Context: an optimization exercise on an open-source flow, tuned for small area. The choices shown serve that exercise and are no tape-out recipe.
Only the layout flow was run in this run; the RTL was not checked for function there.
Power figures rest on the tool's default switching activity, not on a simulated workload.

### flow/design.v
module therm_v1_processor(
    output          instbus_hresetn,
    output  [31:0]  instbus_haddr,
    output  [1:0]   instbus_htrans,
    output          instbus_hwrite,
    output  [2:0]   instbus_hsize, 
    output  [2:0]   instbus_hbrust,
    output  [3:0]   instbus_hprot,
    output  [31:0]  instbus_hwdata,
    input   [31:0]  instbus_hrdata,
    input           instbus_hready,
    input   [1:0]   instbus_hresp,
    output          databus_hresetn, 
    output  [31:0]  databus_haddr,
    output  [1:0]   databus_htrans,
    output          databus_hwrite,
    output  [2:0]   databus_hsize,
    output  [2:0]   databus_hbrust,
    output  [3:0]   databus_hprot,
    output  [31:0]  databus_hwdata,
    input   [31:0]  databus_hrdata,
    input           databus_hready,
    input   [1:0]   databus_hresp,
    input   processor_clk,
    input   processor_resetn
);
assign instbus_hresetn = processor_resetn;
reg  [31:0]  instbus_haddr_r;
assign instbus_haddr = instbus_haddr_r;
reg  [1:0]   instbus_htrans_r;
assign instbus_htrans = instbus_htrans_r;
reg          instbus_hwrite_r;
assign instbus_hwrite = instbus_hwrite_r;
reg  [2:0]   instbus_hsize_r;
assign instbus_hsize = instbus_hsize_r;
reg  [2:0]   instbus_hbrust_r;
assign instbus_hbrust = instbus_hbrust_r;
reg  [3:0]   instbus_hprot_r;
assign instbus_hprot = instbus_hprot_r;
reg  [31:0]  instbus_hwdata_r;
assign instbus_hwdata = instbus_hwdata_r;
assign databus_hresetn = processor_resetn;
reg  [31:0]  databus_haddr_r;
assign databus_haddr = databus_haddr_r;
reg  [1:0]   databus_htrans_r;
assign databus_htrans = databus_htrans_r;
reg          databus_hwrite_r;
assign databus_hwrite = databus_hwrite_r;
reg  [2:0]   databus_hsize_r;
assign databus_hsize = databus_hsize_r;
reg  [2:0]   databus_hbrust_r;
assign databus_hbrust = databus_hbrust_r;
reg  [3:0]   databus_hprot_r;
assign databus_hprot = databus_hprot_r;
reg  [31:0]  databus_hwdata_r;
assign databus_hwdata = databus_hwdata_r;
localparam BUS_HTRANS_IDLE      = 2'b00;
localparam BUS_HTRANS_BUSY      = 2'b01;
localparam BUS_HTRANS_NONSEQ    = 2'b10;
localparam BUS_HTRANS_SEQ       = 2'b11;
localparam BUS_HWRITE_WRITE     = 1'b1;
localparam BUS_HWRITE_READ      = 1'b0;
localparam BUS_HBRUST_SINGLE    = 3'b000;
localparam BUS_HBRUST_INCR      = 3'b001;
localparam BUS_HBRUST_WARP4     = 3'b010;
localparam BUS_HBRUST_INCR4     = 3'b011;
localparam BUS_HBRUST_WARP8     = 3'b100;
localparam BUS_HBRUST_INCR8     = 3'b101;
localparam BUS_HBRUST_WARP16    = 3'b110;
localparam BUS_HBRUST_INCR16    = 3'b111;
localparam BUS_HRESP_OKAY     = 2'b00;
localparam BUS_HRESP_ERROR    = 2'b01;
localparam BUS_HRESP_RETRY    = 2'b10;
localparam BUS_HRESP_SPLIT    = 2'b11;
reg             [31:0] reg_pc_r;
reg             [31:0] regfile_r      [0:31];
integer i;
wire signed     [31:0] regfile_out    [0:31];
wire            [31:0] regfile_uout   [0:31];
assign regfile_out[0]   = 32'b0;
assign regfile_uout[0]  = 32'b0;
genvar regfile_gv;
generate
for(regfile_gv=1; regfile_gv<32; regfile_gv=regfile_gv+1) begin:regfile_gen
    assign regfile_out[regfile_gv] = regfile_r[regfile_gv];
end
for(regfile_gv=1; regfile_gv<32; regfile_gv=regfile_gv+1) begin:regfile_gen_unsigned
    assign regfile_uout[regfile_gv] = regfile_r[regfile_gv];
end
endgenerate
localparam ALU_OP_SEL_ZERO = 4'd0;
localparam ALU_OP_SEL_REG  = 4'd1;
localparam ALU_OP_SEL_IMMI = 4'd2;
localparam ALU_OP_SEL_IMMS = 4'd3;
localparam ALU_OP_SEL_IMMB = 4'd4;  
localparam ALU_OP_SEL_IMMU = 4'd5;
localparam ALU_OP_SEL_IMMJ = 4'd6;
localparam ALU_OP_SEL_PC   = 4'd7;
localparam ALU_RESULT_SEL_REG   = 4'd0;  
localparam ALU_RESULT_SEL_PC    = 4'd1;  
localparam ALU_RESULT_SEL_PCREG = 4'd2;  
localparam ALU_RESULT_SEL_MEM   = 4'd3;  
localparam ALU_RESULT_SEL_MEMREG= 4'd4;  
localparam ALU_SEL_ADD     = 8'd0;
localparam ALU_SEL_SUB     = 8'd1;
localparam ALU_SEL_SLESS   = 8'd2;
localparam ALU_SEL_ULESS   = 8'd3;
localparam ALU_SEL_SGRETER = 8'd4;
localparam ALU_SEL_UGRETER = 8'd5;
localparam ALU_SEL_XOR     = 8'd6;
localparam ALU_SEL_OR      = 8'd7;
localparam ALU_SEL_AND     = 8'd8;
localparam ALU_SEL_LLSHIFT = 8'd9;
localparam ALU_SEL_LRSHIFT = 8'd10;
localparam ALU_SEL_ARSHIFT = 8'd11;
localparam ALU_SEL_SET     = 8'd13;  
localparam ALU_SEL_RESET   = 8'd14;  
localparam ALU_SEL_EQU     = 8'd15;
localparam ALU_SEL_NEQU    = 8'd16;
localparam ACU_SEL_EQU     = 4'd1; 
localparam ACU_SEL_NEQU    = 4'd2;
localparam ACU_SEL_SLESS   = 4'd3;
localparam ACU_SEL_ULESS   = 4'd4;
localparam ACU_SEL_SGREATER = 4'd5;
localparam ACU_SEL_UGREATER = 4'd6;
reg [31:0] inst_r;
reg [31:0] inst_pc_r;
reg if0_bubble_r;
wire stage_ae1_stall_if;
always @(posedge processor_clk) begin
    if (!processor_resetn) begin
        instbus_haddr_r    <= 32'b0;
        instbus_htrans_r   <= BUS_HTRANS_IDLE;
        instbus_hwrite_r   <= 1'b0;
        instbus_hsize_r    <= 3'b0;
        instbus_hbrust_r   <= 3'b0;
        instbus_hprot_r    <= 4'b0;
        instbus_hwdata_r   <= 32'b0;
        inst_r             <= 32'h00000033;
        inst_pc_r          <= 32'h00B0BB1E;
        if0_bubble_r       <= 1;
    end else begin
        if (stage_ae1_stall_if) begin
            instbus_htrans_r   <= BUS_HTRANS_IDLE;
            inst_r             <= 32'h00000033;  
            inst_pc_r          <= 32'h00B0BB1E;
            if0_bubble_r       <= 1;
        end else begin
            if (instbus_htrans_r == BUS_HTRANS_IDLE) begin
                instbus_haddr_r     <= reg_pc_r;
                instbus_htrans_r    <= BUS_HTRANS_NONSEQ;
                instbus_hwrite_r    <= BUS_HWRITE_READ;
                instbus_hsize_r     <= 3'b010;  
                instbus_hbrust_r    <= BUS_HBRUST_SINGLE;
                instbus_hprot_r     <= 4'b0000;  
                instbus_hwdata_r    <= 32'b0;  
                inst_r              <= instbus_hrdata;
                inst_pc_r           <= instbus_haddr_r;
                if0_bubble_r <= 1;
            end else if (instbus_htrans_r == BUS_HTRANS_NONSEQ && instbus_hready == 1 && instbus_hresp == BUS_HRESP_OKAY ) begin
                instbus_htrans_r    <= BUS_HTRANS_IDLE;
                if0_bubble_r <= 0;
            end else if (instbus_htrans_r == BUS_HTRANS_NONSEQ && instbus_hready == 1 && instbus_hresp == BUS_HRESP_RETRY) begin
                instbus_htrans_r    <= BUS_HTRANS_IDLE;
                if0_bubble_r <= 1;
            end
        end
    end
end
reg [31:0] inst_id0_r;
reg [31:0] inst_pc_id0_r;
reg [3:0]  alu_leftop_sel_r;
reg [3:0]  alu_rightop_sel_r;
reg [3:0]  alu_result_sel_r;
reg [4:0]  alu_result_reg_sel_r;
reg [7:0]  alu_sel_r;
reg [3:0]  acu_sel_r;
reg signed [31:0] inst_immi_r;
reg signed [31:0] inst_imms_r;
reg signed [31:0] inst_immb_r;
reg signed [31:0] inst_immu_r;
reg signed [31:0] inst_immj_r;
reg id0_bubble_r;
always @(posedge processor_clk) begin
    if (!processor_resetn) begin
        inst_id0_r           <= 32'b0;
        inst_pc_id0_r        <= 32'b0;
        alu_leftop_sel_r     <= 4'b0;
        alu_rightop_sel_r    <= 4'b0;
        alu_result_sel_r     <= 4'b0;
        alu_result_reg_sel_r <= 5'b0;
        alu_sel_r            <= 8'b0;
        acu_sel_r            <= 4'b0;
        inst_immi_r          <= 32'b0;
        inst_imms_r          <= 32'b0;
        inst_immb_r          <= 32'b0;
        inst_immu_r          <= 32'b0;
        inst_immj_r          <= 32'b0;
        id0_bubble_r         <= 1;
    end else begin
        id0_bubble_r <= 0;
        alu_result_reg_sel_r <= inst_r[11:7];
        inst_id0_r           <= inst_r;
        inst_pc_id0_r        <= inst_pc_r;
        if (if0_bubble_r) begin
            id0_bubble_r <= 1;
        end else begin
            inst_immi_r <= {{20{inst_r[31]}}, inst_r[31:20]};
            inst_imms_r <= {{20{inst_r[31]}}, inst_r[31:25], inst_r[11:7]};
            inst_immb_r <= {{19{inst_r[31]}}, inst_r[31], inst_r[7], inst_r[30:25], inst_r[11:8], 1'b0};
            inst_immu_r <= {inst_r[31:12], 12'b0};
            inst_immj_r <= {{12{inst_r[31]}}, inst_r[19:12], inst_r[20], inst_r[30:21], 1'b0};
            case(inst_r[6:0])
                7'b0110111: begin  
                    alu_leftop_sel_r     <= ALU_OP_SEL_ZERO;
                    alu_rightop_sel_r    <= ALU_OP_SEL_IMMU;
                    alu_result_sel_r     <= ALU_RESULT_SEL_REG;
                    alu_sel_r            <= ALU_SEL_ADD;
                end
                7'b0010111: begin  
                    alu_leftop_sel_r     <= ALU_OP_SEL_PC;
                    alu_rightop_sel_r    <= ALU_OP_SEL_IMMU;
                    alu_result_sel_r     <= ALU_RESULT_SEL_REG;
                    alu_sel_r            <= ALU_SEL_ADD;
                end
                7'b1101111: begin  
                    alu_leftop_sel_r     <= ALU_OP_SEL_PC;
                    alu_rightop_sel_r    <= ALU_OP_SEL_IMMJ;
                    alu_result_sel_r     <= ALU_RESULT_SEL_PCREG;
                    alu_sel_r            <= ALU_SEL_ADD;
                end
                7'b1100111: begin  
                    alu_leftop_sel_r     <= ALU_OP_SEL_REG;
                    alu_rightop_sel_r    <= ALU_OP_SEL_IMMI;
                    alu_result_sel_r     <= ALU_RESULT_SEL_PCREG;
                    alu_sel_r            <= ALU_SEL_ADD;
                end
                7'b0010011: begin  
                    alu_leftop_sel_r     <= ALU_OP_SEL_REG;
                    alu_rightop_sel_r    <= ALU_OP_SEL_IMMI;
                    alu_result_sel_r     <= ALU_RESULT_SEL_REG;
                    case(inst_r[14:12])
                        3'b000: alu_sel_r        <= ALU_SEL_ADD;      
                        3'b001: alu_sel_r        <= ALU_SEL_LLSHIFT;  
                        3'b010: alu_sel_r        <= ALU_SEL_SLESS;    
                        3'b011: alu_sel_r        <= ALU_SEL_ULESS;    
                        3'b100: alu_sel_r        <= ALU_SEL_XOR;      
                        3'b110: alu_sel_r        <= ALU_SEL_OR;       
                        3'b111: alu_sel_r        <= ALU_SEL_AND;      
                        3'b101: begin
                            if (inst_r[30] == 1) begin
                                alu_sel_r        <= ALU_SEL_ARSHIFT;  
                            end else begin
                                alu_sel_r        <= ALU_SEL_LRSHIFT;  
                            end
                        end
                    endcase 
                end
                7'b0110011: begin  
                    alu_leftop_sel_r     <= ALU_OP_SEL_REG;
                    alu_rightop_sel_r    <= ALU_OP_SEL_REG;
                    alu_result_sel_r     <= ALU_RESULT_SEL_REG;
                    case(inst_r[14:12])
                        3'b000: begin
                            if (inst_r[30] == 1) begin
                                alu_sel_r        <= ALU_SEL_SUB;  
                            end else begin
                                alu_sel_r        <= ALU_SEL_ADD;  
                            end
                        end
                        3'b001: alu_sel_r        <= ALU_SEL_LLSHIFT;  
                        3'b010: alu_sel_r        <= ALU_SEL_SLESS;    
                        3'b011: alu_sel_r        <= ALU_SEL_ULESS;    
                        3'b100: alu_sel_r        <= ALU_SEL_XOR;      
                        3'b110: alu_sel_r        <= ALU_SEL_OR;       
                        3'b111: alu_sel_r        <= ALU_SEL_AND;      
                        3'b101: begin
                            if (inst_r[30] == 1) begin
                                alu_sel_r        <= ALU_SEL_ARSHIFT;  
                            end else begin
                                alu_sel_r        <= ALU_SEL_LRSHIFT;  
                            end
                        end
                    endcase 
                end
                7'b0001111: begin  
                    alu_leftop_sel_r     <= ALU_OP_SEL_ZERO;
                    alu_leftop_sel_r     <= ALU_OP_SEL_ZERO;
                    alu_result_sel_r     <= ALU_RESULT_SEL_REG;
                    alu_sel_r            <= ALU_SEL_ADD;  
                end
                7'b1110011: begin  
                    alu_leftop_sel_r     <= ALU_OP_SEL_ZERO;  
                    alu_rightop_sel_r    <= ALU_OP_SEL_ZERO;
                    alu_result_sel_r     <= ALU_RESULT_SEL_PC;
                    alu_sel_r            <= ALU_SEL_ADD;
                end
                7'b1100011: begin  
                    alu_leftop_sel_r     <= ALU_OP_SEL_PC;
                    alu_rightop_sel_r    <= ALU_OP_SEL_IMMB;
                    alu_result_sel_r     <= ALU_RESULT_SEL_PC;
                    alu_sel_r            <= ALU_SEL_ADD;
                    case(inst_r[14:12])
                        3'b000: acu_sel_r        <= ACU_SEL_EQU;          
                        3'b001: acu_sel_r        <= ACU_SEL_NEQU;         
                        3'b100: acu_sel_r        <= ACU_SEL_SLESS;        
                        3'b110: acu_sel_r        <= ACU_SEL_ULESS;        
                        3'b101: acu_sel_r        <= ACU_SEL_SGREATER;     
                        3'b111: acu_sel_r        <= ACU_SEL_UGREATER;     
                    endcase
                end
                7'b0000011: begin  
                    alu_leftop_sel_r     <= ALU_OP_SEL_REG;
                    alu_rightop_sel_r    <= ALU_OP_SEL_IMMI;
                    alu_result_sel_r     <= ALU_RESULT_SEL_MEMREG;
                    alu_sel_r            <= ALU_SEL_ADD;
                    case(inst_r[14:12])
                        3'b000: ;  
                        3'b001: ;  
                        3'b010: acu_sel_r        <= ACU_SEL_SLESS;        
                        3'b100: ;  
                        3'b101: ;  
                    endcase
                end
                7'b0100011: begin  
                    alu_leftop_sel_r     <= ALU_OP_SEL_REG;
                    alu_rightop_sel_r    <= ALU_OP_SEL_IMMS;
                    alu_result_sel_r     <= ALU_RESULT_SEL_MEM;
                    alu_sel_r            <= ALU_SEL_ADD;
                    case(inst_r[14:12])
                        3'b000: ;  
                        3'b001: ;  
                        3'b010: acu_sel_r        <= ACU_SEL_SLESS;        
                    endcase
                end
                default: begin
                    alu_leftop_sel_r     <= ALU_OP_SEL_ZERO;
                    alu_leftop_sel_r     <= ALU_OP_SEL_ZERO;
                    alu_result_sel_r     <= ALU_RESULT_SEL_REG;
                    alu_sel_r            <= ALU_SEL_ADD;  
                end
            endcase
        end
    end
end
wire signed [31:0] inst_imm;
assign inst_imm = alu_rightop_sel_r == ALU_OP_SEL_IMMI ? inst_immi_r :
                  alu_rightop_sel_r == ALU_OP_SEL_IMMS ? inst_imms_r :
                  alu_rightop_sel_r == ALU_OP_SEL_IMMB ? inst_immb_r :
                  alu_rightop_sel_r == ALU_OP_SEL_IMMU ? inst_immu_r :
                  alu_rightop_sel_r == ALU_OP_SEL_IMMJ ? inst_immj_r : 
                  32'b0;
wire [4:0] alu_result_reg_sel_ae0_backfeed;
wire signed [31:0] backfeed_last_inst_result;
reg [31:0] ae1_fast_backfeed_rs1_r;
reg [31:0] ae1_fast_backfeed_rs2_r;
reg [31:0] ae1_fast_backfeed_rs1u_r;
reg [31:0] ae1_fast_backfeed_rs2u_r;
wire [31:0] ae1_fast_backfeed_rs1   = inst_id0_r[19:15] == alu_result_reg_sel_ae0_backfeed ? backfeed_last_inst_result : regfile_out[inst_id0_r[19:15]];
wire [31:0] ae1_fast_backfeed_rs2   = inst_id0_r[24:20] == alu_result_reg_sel_ae0_backfeed ? backfeed_last_inst_result : regfile_out[inst_id0_r[24:20]];
wire [31:0] ae1_fast_backfeed_rs1u  = inst_id0_r[19:15] == alu_result_reg_sel_ae0_backfeed ? backfeed_last_inst_result : regfile_uout[inst_id0_r[19:15]];
wire [31:0] ae1_fast_backfeed_rs2u  = inst_id0_r[24:20] == alu_result_reg_sel_ae0_backfeed ? backfeed_last_inst_result : regfile_uout[inst_id0_r[24:20]];
reg acu_out;
reg acu_equ_r;
reg acu_nequ_r;
reg acu_sless_r;
reg acu_uless_r;
reg acu_sgreater_r;
reg acu_ugreater_r;
reg  signed     [31:0] inst_leftop_r;
wire            [31:0] inst_leftop_uout;
assign inst_leftop_uout = inst_leftop_r;
reg  signed     [31:0] inst_rightop_r;
wire            [31:0] inst_rightop_uout;
assign inst_rightop_uout = inst_rightop_r;
reg [3:0]  alu_result_sel_id1_r;
reg [4:0]  alu_result_reg_sel_id1_r;
reg [31:0] alu_rs2regbypass_id1_r;  
reg [7:0]  alu_sel_id1_r;
reg [31:0] inst_pc_id1_r;
reg id1_bubble_r;
always @(posedge processor_clk) begin
    if (!processor_resetn) begin
    inst_leftop_r               <= 32'b0;
    inst_rightop_r              <= 32'b0;
    alu_result_sel_id1_r        <= 4'b0;
    alu_result_reg_sel_id1_r    <= 5'b0;
    alu_rs2regbypass_id1_r      <= 32'b0;
    alu_sel_id1_r               <= 8'b0;
    ae1_fast_backfeed_rs1_r     <= 32'b0;
    ae1_fast_backfeed_rs2_r     <= 32'b0;
    ae1_fast_backfeed_rs1u_r    <= 32'b0;
    ae1_fast_backfeed_rs2u_r    <= 32'b0;
    id1_bubble_r                <= 1;
    end else begin
        ae1_fast_backfeed_rs1_r     <= ae1_fast_backfeed_rs1;
        ae1_fast_backfeed_rs2_r     <= ae1_fast_backfeed_rs2;
        ae1_fast_backfeed_rs1u_r    <= ae1_fast_backfeed_rs1u;
        ae1_fast_backfeed_rs2u_r    <= ae1_fast_backfeed_rs2u;
        alu_result_sel_id1_r        <= alu_result_sel_r;
        alu_result_reg_sel_id1_r    <= alu_result_reg_sel_r;
        alu_rs2regbypass_id1_r      <= ae1_fast_backfeed_rs2;
        alu_sel_id1_r               <= alu_sel_r;
        inst_pc_id1_r               <= inst_pc_id0_r;
        if (id0_bubble_r) begin
            id1_bubble_r <= 1;
        end else begin
            id1_bubble_r <= 0;
            case (alu_leftop_sel_r)
                ALU_OP_SEL_ZERO: inst_leftop_r <= 32'b0;
                ALU_OP_SEL_REG:  inst_leftop_r <= ae1_fast_backfeed_rs1;
                ALU_OP_SEL_PC:   inst_leftop_r <= inst_pc_id0_r;
                ALU_OP_SEL_IMMI: inst_leftop_r <= inst_imm;
                ALU_OP_SEL_IMMS: inst_leftop_r <= inst_imm;
                ALU_OP_SEL_IMMB: inst_leftop_r <= inst_imm;
                ALU_OP_SEL_IMMU: inst_leftop_r <= inst_imm;
                ALU_OP_SEL_IMMJ: inst_leftop_r <= inst_imm;
            endcase
            case (alu_rightop_sel_r)
                ALU_OP_SEL_ZERO: inst_rightop_r <= 32'b0;
                ALU_OP_SEL_REG:  inst_rightop_r <= ae1_fast_backfeed_rs2;
                ALU_OP_SEL_PC:   inst_rightop_r <= inst_pc_id0_r;
                ALU_OP_SEL_IMMI: inst_rightop_r <= inst_imm;
                ALU_OP_SEL_IMMS: inst_rightop_r <= inst_imm;
                ALU_OP_SEL_IMMB: inst_rightop_r <= inst_imm;
                ALU_OP_SEL_IMMU: inst_rightop_r <= inst_imm;
                ALU_OP_SEL_IMMJ: inst_rightop_r <= inst_imm;
            endcase
        end
    end
end
wire signed [31:0] inst_result;
wire        acu_out_ae0;
assign backfeed_last_inst_result = inst_result;
reg [3:0]  alu_result_sel_ae0_r;
reg [4:0]  alu_result_reg_sel_ae0_r;
reg [31:0] alu_rs2regbypass_ae0_r;
reg [31:0] inst_pc_ae0_r;
reg        ae0_bubble_r;
assign alu_result_reg_sel_ae0_backfeed = alu_result_reg_sel_ae0_r;
reg [31:0] alu_add_r;
reg [31:0] alu_sub_r; 
reg [31:0] alu_sless_r;
reg [31:0] alu_uless_r;
reg [31:0] alu_sgreter_r;
reg [31:0] alu_ugreter_r;
reg [31:0] alu_xor_r;
reg [31:0] alu_or_r;
reg [31:0] alu_and_r;
reg [31:0] alu_llshift_r;
reg [31:0] alu_lrshift_r;
reg [31:0] alu_arshift_r;
reg [31:0] alu_set_r;
reg [31:0] alu_reset_r;
reg [31:0] alu_equ_r;
reg [31:0] alu_nequ_r;
always @(posedge processor_clk) begin
    if (!processor_resetn) begin
        alu_add_r        <= 32'b0;
        alu_sub_r        <= 32'b0;
        alu_sless_r      <= 32'b0;
        alu_uless_r      <= 32'b0;
        alu_sgreter_r    <= 32'b0;
        alu_ugreter_r    <= 32'b0;
        alu_xor_r        <= 32'b0;
        alu_or_r         <= 32'b0;
        alu_and_r        <= 32'b0;
        alu_llshift_r    <= 32'b0;
        alu_lrshift_r    <= 32'b0;
        alu_arshift_r    <= 32'b0;
        alu_set_r        <= 32'b0;
        alu_reset_r      <= 32'b0;
        alu_equ_r        <= 32'b0;
        alu_nequ_r       <= 32'b0;
        acu_out          <= 1'b0;
        acu_equ_r        <= 1'b0;
        acu_nequ_r       <= 1'b0;
        acu_sless_r      <= 1'b0;
        acu_uless_r      <= 1'b0;
        acu_sgreater_r   <= 1'b0;
        acu_ugreater_r   <= 1'b0;
        ae0_bubble_r     <= 1;
    end else begin
        alu_result_sel_ae0_r        <= alu_result_sel_id1_r;
        alu_result_reg_sel_ae0_r    <= alu_result_reg_sel_id1_r;
        alu_rs2regbypass_ae0_r      <= alu_rs2regbypass_id1_r;
        inst_pc_ae0_r               <= inst_pc_id1_r;
        if (id1_bubble_r) begin
            ae0_bubble_r <= 1;
        end else begin
            ae0_bubble_r <= 0;
            acu_equ_r       <= (ae1_fast_backfeed_rs1_r  == ae1_fast_backfeed_rs2_r);
            acu_nequ_r      <= (ae1_fast_backfeed_rs1_r  != ae1_fast_backfeed_rs2_r);
            acu_sless_r     <= (ae1_fast_backfeed_rs1_r  <  ae1_fast_backfeed_rs2_r);
            acu_uless_r     <= (ae1_fast_backfeed_rs1u_r <  ae1_fast_backfeed_rs2u_r);
            acu_sgreater_r  <= (ae1_fast_backfeed_rs1_r  >  ae1_fast_backfeed_rs2_r); 
            acu_ugreater_r  <= (ae1_fast_backfeed_rs1u_r >  ae1_fast_backfeed_rs2u_r);
            alu_add_r     <= inst_leftop_r + inst_rightop_r;
            alu_sub_r     <= inst_leftop_r - inst_rightop_r;
            alu_sless_r   <= {31'b0, inst_leftop_r < inst_rightop_r};
            alu_uless_r   <= {31'b0, inst_leftop_uout < inst_rightop_uout};
            alu_sgreter_r <= {31'b0, inst_leftop_r > inst_rightop_r};
            alu_ugreter_r <= {31'b0, inst_leftop_uout > inst_rightop_uout};
            alu_equ_r     <= {31'b0, inst_leftop_r == inst_rightop_r};
            alu_nequ_r    <= {31'b0, inst_leftop_r != inst_rightop_r};
            alu_xor_r     <= inst_leftop_r ^ inst_rightop_r;
            alu_or_r      <= inst_leftop_r | inst_rightop_r;
            alu_and_r     <= inst_leftop_r & inst_rightop_r;
            alu_llshift_r <= inst_leftop_r << inst_rightop_uout[4:0];
            alu_lrshift_r <= inst_leftop_r >> inst_rightop_uout[4:0];
            alu_arshift_r <= inst_leftop_r >>> inst_rightop_uout[4:0];
            alu_set_r     <= inst_leftop_r | inst_rightop_r;
            alu_reset_r   <= inst_leftop_r & ~inst_rightop_r;
        end
    end
end
assign inst_result = 
    (alu_sel_id1_r == ALU_SEL_ADD)     ? alu_add_r :
    (alu_sel_id1_r == ALU_SEL_SUB)     ? alu_sub_r :
    (alu_sel_id1_r == ALU_SEL_SLESS)   ? alu_sless_r :
    (alu_sel_id1_r == ALU_SEL_ULESS)   ? alu_uless_r :
    (alu_sel_id1_r == ALU_SEL_SGRETER) ? alu_sgreter_r :
    (alu_sel_id1_r == ALU_SEL_UGRETER) ? alu_ugreter_r :
    (alu_sel_id1_r == ALU_SEL_XOR)     ? alu_xor_r :
    (alu_sel_id1_r == ALU_SEL_OR)      ? alu_or_r :
    (alu_sel_id1_r == ALU_SEL_AND)     ? alu_and_r :
    (alu_sel_id1_r == ALU_SEL_LLSHIFT) ? alu_llshift_r :
    (alu_sel_id1_r == ALU_SEL_LRSHIFT) ? alu_lrshift_r :
    (alu_sel_id1_r == ALU_SEL_ARSHIFT) ? alu_arshift_r :
    (alu_sel_id1_r == ALU_SEL_SET)     ? alu_set_r :
    (alu_sel_id1_r == ALU_SEL_RESET)   ? alu_reset_r :
    (alu_sel_id1_r == ALU_SEL_EQU)     ? alu_equ_r :
    (alu_sel_id1_r == ALU_SEL_NEQU)    ? alu_nequ_r :
    32'b0;
assign acu_out_ae0 = 
    (acu_sel_r == ACU_SEL_EQU)      ? acu_equ_r :
    (acu_sel_r == ACU_SEL_NEQU)     ? acu_nequ_r :
    (acu_sel_r == ACU_SEL_SLESS)    ? acu_sless_r :
    (acu_sel_r == ACU_SEL_ULESS)    ? acu_uless_r :
    (acu_sel_r == ACU_SEL_SGREATER) ? acu_sgreater_r :
    (acu_sel_r == ACU_SEL_UGREATER) ? acu_ugreater_r :
    1'b0;
reg [31:0]  inst_memory_address_r;
reg [31:0]  inst_memory_data_r;      
reg [4:0]   inst_memory_reg_sel_r;   
reg         inst_memory_write;
reg         inst_memory_access;
reg [3:0]   stage_ae1_stall_if_r;
assign  stage_ae1_stall_if = stage_ae1_stall_if_r > 0;
always @(posedge processor_clk) begin
    if (!processor_resetn) begin
        stage_ae1_stall_if_r        <= 0;
        inst_memory_address_r       <= 32'b0;
        inst_memory_data_r          <= 32'b0;
        inst_memory_reg_sel_r       <= 5'b0;
        inst_memory_write           <= 1'b0;
        inst_memory_access          <= 1'b0;
        reg_pc_r                    <= 1'b0;
    end else begin
        if (ae0_bubble_r || stage_ae1_stall_if) begin
            inst_memory_access      <= 0;
            inst_memory_reg_sel_r   <= 0;
            inst_memory_data_r      <= 32'h0B0BB1E;  
            inst_memory_address_r   <= 32'h0B0BB1E;
            if (stage_ae1_stall_if) begin
                stage_ae1_stall_if_r <= stage_ae1_stall_if_r - 4'b1;
            end 
        end else begin
            case (alu_result_sel_ae0_r)
                ALU_RESULT_SEL_REG: begin
                    reg_pc_r                <= reg_pc_r + 4;
                    inst_memory_data_r      <= inst_result;
                    inst_memory_reg_sel_r   <= alu_result_reg_sel_ae0_r;
                    inst_memory_access      <= 0;
                end
                ALU_RESULT_SEL_PC: begin
                    if (acu_out_ae0) begin
                        reg_pc_r                <= inst_result;
                        stage_ae1_stall_if_r    <= 4;  
                    end else begin
                        reg_pc_r                <= inst_pc_ae0_r + 4;
                    end
                    inst_memory_reg_sel_r   <= 0;
                    inst_memory_access      <= 0;
                end
                ALU_RESULT_SEL_PCREG: begin
                    reg_pc_r                <= inst_result;
                    stage_ae1_stall_if_r    <= 4;  
                    inst_memory_data_r      <= inst_pc_ae0_r + 4;  
                    inst_memory_reg_sel_r   <= alu_result_reg_sel_ae0_r;
                    inst_memory_access      <= 0;
                end
                ALU_RESULT_SEL_MEM: begin
                    reg_pc_r                <= reg_pc_r + 4;
                    inst_memory_write       <= 1;
                    inst_memory_data_r      <= alu_rs2regbypass_ae0_r;
                    inst_memory_address_r   <= inst_result;
                    inst_memory_access      <= 1;
                end
                ALU_RESULT_SEL_MEMREG: begin
                    reg_pc_r                <= reg_pc_r + 4;
                    inst_memory_write       <= 0;
                    inst_memory_reg_sel_r   <= alu_result_reg_sel_ae0_r;
                    inst_memory_address_r   <= inst_result;
                    inst_memory_access      <= 1;
                end
            endcase
        end
    end
end
always @(posedge processor_clk) begin
    if (!processor_resetn) begin
        databus_haddr_r             <= 32'b0;
        databus_htrans_r            <= BUS_HTRANS_IDLE;
        databus_hwrite_r            <= 1'b0;
        databus_hsize_r             <= 3'b0;
        databus_hbrust_r            <= 3'b0;
        databus_hprot_r             <= 4'b0;
        databus_hwdata_r            <= 32'b0;
        for (i = 0; i < 32; i = i + 1) begin
            regfile_r[i]            <= 32'b0;
        end
    end else begin
        if (0) begin  
        end else begin
            if (databus_htrans_r == BUS_HTRANS_IDLE && inst_memory_access) begin
                databus_haddr_r     <= inst_memory_address_r;
                databus_htrans_r    <= BUS_HTRANS_NONSEQ;
                databus_hwrite_r    <= inst_memory_write ? BUS_HWRITE_WRITE : BUS_HWRITE_READ;
                databus_hsize_r     <= 3'b010;  
                databus_hbrust_r    <= BUS_HBRUST_SINGLE;
                databus_hprot_r     <= 4'b0000;  
                databus_hwdata_r    <= inst_memory_data_r;
            end else if (databus_htrans_r == BUS_HTRANS_NONSEQ && databus_hready == 1) begin
                databus_htrans_r    <= BUS_HTRANS_IDLE;
                if (databus_hresp == BUS_HRESP_OKAY) begin
                    if (!inst_memory_write) begin
                        regfile_r[inst_memory_reg_sel_r] <= databus_hrdata;
                    end
                end else begin
                    databus_htrans_r    <= BUS_HTRANS_IDLE;
                end
            end else begin
                regfile_r[inst_memory_reg_sel_r] <= inst_memory_data_r;
            end
        end
    end
end
endmodule
### flow/run.sh
#!/bin/bash
# synth_recipe.tcl (not shown) runs the flow's synth.tcl, then flattens the netlist and writes it again
# the make line also repeats each setting of config.mk as NAME=value (left out here)
make -C /OpenROAD-flow-scripts/flow DESIGN_CONFIG=/design/flow/config.mk WORK_HOME=/design/flow/orfs CLKGATE_MAP_FILE= SYNTH_SCRIPT=/design/flow/synth_recipe.tcl finish
### flow/config.mk
export PLATFORM = sky130hd
export DESIGN_NAME = therm_v1_processor
export DESIGN_NICKNAME = therm_v1_processor
export VERILOG_FILES = /design/flow/design.v
export SDC_FILE = /design/flow/constraint.sdc
export NUM_CORES = 4
export LEC_CHECK = 0
export CAP_MARGIN = 20
export CORE_MARGIN = 2
export CORE_UTILIZATION = 25
export PLACE_DENSITY = 0.4
export SLEW_MARGIN = 20
### flow/constraint.sdc
create_clock -name core_clock -period 10.0 [get_ports {processor_clk}]
set_input_delay 2.0000 -clock core_clock [delete_from_list [all_inputs] [get_ports {processor_clk}]]
set_output_delay 2.0000 -clock core_clock [all_outputs]
set_load 0.01 [all_outputs]
==> flow_metrics.env <==
export IMPL_outcome="timing/DRC/antenna clean"
export IMPL_drt_pass1_iter_count=13
export IMPL_area_growth_pct=18.02
export IMPL_yosys_area_top_type="edfxtp_1"
export IMPL_min_period_over_period_pct=57.93
export IMPL_finalSetupTns_ns=0
export IMPL_cp_data_arrival_time_ns=6.39
export IMPL_grt_pass1_wl_um=746400
export IMPL_hold_viol=0
export IMPL_yosysWarnings=1
export IMPL_cts_resized=0
export IMPL_async_flop_share_pct=0
export IMPL_grt_util_all_layers_pct=30.04
export IMPL_overflow=0
export IMPL_initial_core_util_pct=25.15
export IMPL_coreArea_um2=359500
export IMPL_synth_area_top_cells="edfxtp_1 36%, dfxtp_1 18%, nor2_1 7.7%, a22oi_1 6.7%, mux2i_1 3.8%"
export IMPL_placementRows=220
export IMPL_ys_seq_area_share_pct=54.04
export IMPL_synthFlopType="edfxtp_1"
export IMPL_slowest_delay_ns=1.17
export IMPL_drcViolationCount=0
export IMPL_syn_avg_cell_area_um2=9.714
export IMPL_numCtsBuffers=226
export IMPL_layout_commonest_cell="nor2_1"
export IMPL_worst_slew_pin_slew_ns=1.276
export IMPL_path_common_cell="nand2_2"
export IMPL_largest_register="regfile_r"
export IMPL_netlist_instances=9308
export IMPL_slew_headroom_pct=14.20
export IMPL_ff2ff_path_depth=13
export IMPL_drv_slew=0
export IMPL_cts_path_max_buffers=4
export IMPL_cts_root_buf="clkbuf_16"
export IMPL_synth_area_um2=90420
export IMPL_cellPowerDensity_nw_per_um2=185.2
export IMPL_ir_drop_v=0.0001512
export IMPL_setup_violations=0
export IMPL_dieHeight_um=605.4
export IMPL_startpoint_type="input pin"
export IMPL_drv_cap=0
export IMPL_crit_path_max_fanout=33
export IMPL_grt_antenna_before_repair=37
export IMPL_post_drt_via_cell_ratio=5.906
export IMPL_cts_clk_slew_worst_paths_ns=0.06
export IMPL_drive_above_1_share_pct=10.84
export IMPL_skew_ns=0.1163
export IMPL_totalPowerFinal_mw=19.77
export IMPL_dieWidth_um=605.4
export IMPL_yosysUniqueCellTypes=91
export IMPL_synth_xor_area_share_pct=0.9589
export IMPL_end_kind="flip-flop"
export IMPL_mostFrequentLayoutCells="1776 x nor2_1, 1096 x edfxtp_1, 813 x a22oi_1"
export IMPL_dp_hpwl_um=383000
export IMPL_cts_sinks=1893
export IMPL_synthAdderAreaFrac_pct=1.885
export IMPL_instances_no_fill=14270
export IMPL_final_min_clock_period_ns=5.793
export IMPL_path_class="in -> reg"
export IMPL_rsz0062_at_grt="no"
export IMPL_cts_max_level=4
export IMPL_cp_data_required_time_ns=10.59
export IMPL_cts_hold_buf=0
export IMPL_vias=84280
export IMPL_p_leak_nw=37.36
export IMPL_synth_compound_area_share_pct=18.57
export IMPL_port_buffer_count=174
export IMPL_path_cells="clkdlybuf4s50_1, o311ai_1, buf_4, nand4_1, nor2_1, nand2_2, nand2_2"
export IMPL_holdPathStages=0
export IMPL_r2r_slack_ns=4.49
export IMPL_synthSimpleGateAreaFrac_pct=15.48
export IMPL_synth_top_family_by_area="compound AO/OA/AOI/OAI gates"
export IMPL_cts_tree="built"
export IMPL_drt_iter0_markers=12970
export IMPL_synth_mux_area_share_pct=4.471
export IMPL_num_io_pins=228
export IMPL_dieArea_um2=366500
export IMPL_fmax_ghz=0.1726
export IMPL_hold_class="reg -> reg"
export IMPL_first_global_vias=79700
export IMPL_grt_max_degree=144
export IMPL_critPathSlowestCell="nand2_2"
export IMPL_layout_nets=9504
export IMPL_wl_um=569900
export IMPL_clk_insertion_delay_late_ns=1.03
export IMPL_synth_top_area_share_pct=36.40
export IMPL_synth_edff_count=1096
export IMPL_routedWlPerCell_um=39.93
export IMPL_drtAntennaViolNets=0
export IMPL_gp_routability_congestion=0.9824
export IMPL_dp_cells=13840
export IMPL_postCtsSetupBuffers=0
export IMPL_largest_register_ffs=992
export IMPL_ys_ff_latch=1893
-- stage by stage --
step / setup WS, ns / hold WS (ns) / instance area (µm²) / utilization [%]
floorplan: 5.440 / 0.3855 / 90620 / -
global placement: 3.097 / 0.3896 / 98840 / 27.49
detailed placement: 3.337 / 0.3887 / 99010 / 27.54
CTS: 4.298 / 0.3974 / 106600 / 29.66
global route: 4.174 / 0.4061 / 106700 / 29.67
finish: 4.207 / 0.3990 / 106700 / 29.68
-- area by class of cell --
cell class | instances | area (µm²)
diodes | 21 | 52.55
clock buffers | 300 | 6396
clock inverters | 109 | 1231
fillers | 37460 | 252800
inverters | 143 | 544.3
multi-input cells | 6477 | 38930
flip-flops and latches | 1893 | 48890
well taps | 4773 | 5972
repair buffers | 556 | 4700
-- power by group --
group | internal (mW) | leakage (nW) | total, mW | switching (mW)
sequential | 8.52 | 17.8 | 8.89 | 0.364
combinational | 0.499 | 15.9 | 2.12 | 1.62
clock | 5.11 | 3.75 | 8.76 | 3.65
total | 14.1 | 37.4 | 19.8 | 5.63
-- worst max-delay path: cells and delay by family --
family	cells	cell delay, ns
buffers and inverters	2	0.73
and+or+nand+nor	4	2.96
AOI/OAI and AO/OA	1	0.64
-- synth_stat cells, types with 24 or more instances --
cell	n
nor2_1	1843
buf_2	141
a211oi_1	63
buf_1	75
inv_1	137
xnor2_1	71
a22o_1	144
ha_1	133
a221oi_1	112
a222oi_1	65
edfxtp_1	1096
mux2_2	27
o22ai_1	26
nor3_1	113
nand4_1	113
o21ai_0	320
a31oi_1	38
o211ai_1	25
nand2b_1	36
mux2i_1	342
a21oi_1	616
and3_1	30
o221ai_1	24
a22oi_1	813
buf_4	67
and2_1	78
nand2_1	843
nand3_1	139
xor2_1	28
nor2b_1	39
nor4_1	48
clkbuf_1	563
dfxtp_1	797
-- routing by layer --
layer	track usage [%]	part of all wire, %	up-vias
met4	22.81	9.0	22
met2	47.38	45	6102
met5	0.1045	0.030	-
met1	34.92	36	42350
li1	-	-	33870
met3	7.903	9.7	1946
-- cells by family after synthesis --
logic type	count (synthesis)
AND/OR/NAND/NOR	3350
XOR/XNOR	99
other	1
flip-flops	1893
adder cells (fa/ha/maj)	135
buffers and inverters	990
multiplexers	383
AO/OA/AOI/OAI	2457
-- path summary, 6_finish.rpt --
check                                    from                           to
hold / removal    alu_result_reg_sel_id1_r[4]  alu_result_reg_sel_ae0_r[4]
setup reg to reg               inst_id0_r[22]            inst_rightop_r[0]
setup / recovery             databus_hresp[1]             regfile_r[5][16]
hold reg to reg   alu_result_reg_sel_id1_r[4]  alu_result_reg_sel_ae0_r[4]

==> what the ideal ports hide <==
Ports are ideal in the flow. The routed layout listed here was re-timed in OpenROAD. Step 1 sets driving cells, clkbuf_16 on the clock port and buf_2 on the other inputs (assumed; they add their load-dependent delay and slew). Step 2 also shifts input and output timing later by t, the mid clock arrival at the registers, as if the neighbouring blocks saw the same clock. a / b / c = ideal / step 1 / step 2; a / b = the first two.
shift t [ns]: 1.071
slack for setup (ns): 4.207 / 4.276 / 3.206
worst setup path after step 2: input to register
slew at the worst register clock pin (ns): 0.07 / 0.07
After both steps this run still meets setup and hold. For this run, drivers alone change the setup slack by +0.069 ns; drivers and shift together by -1.001 ns.
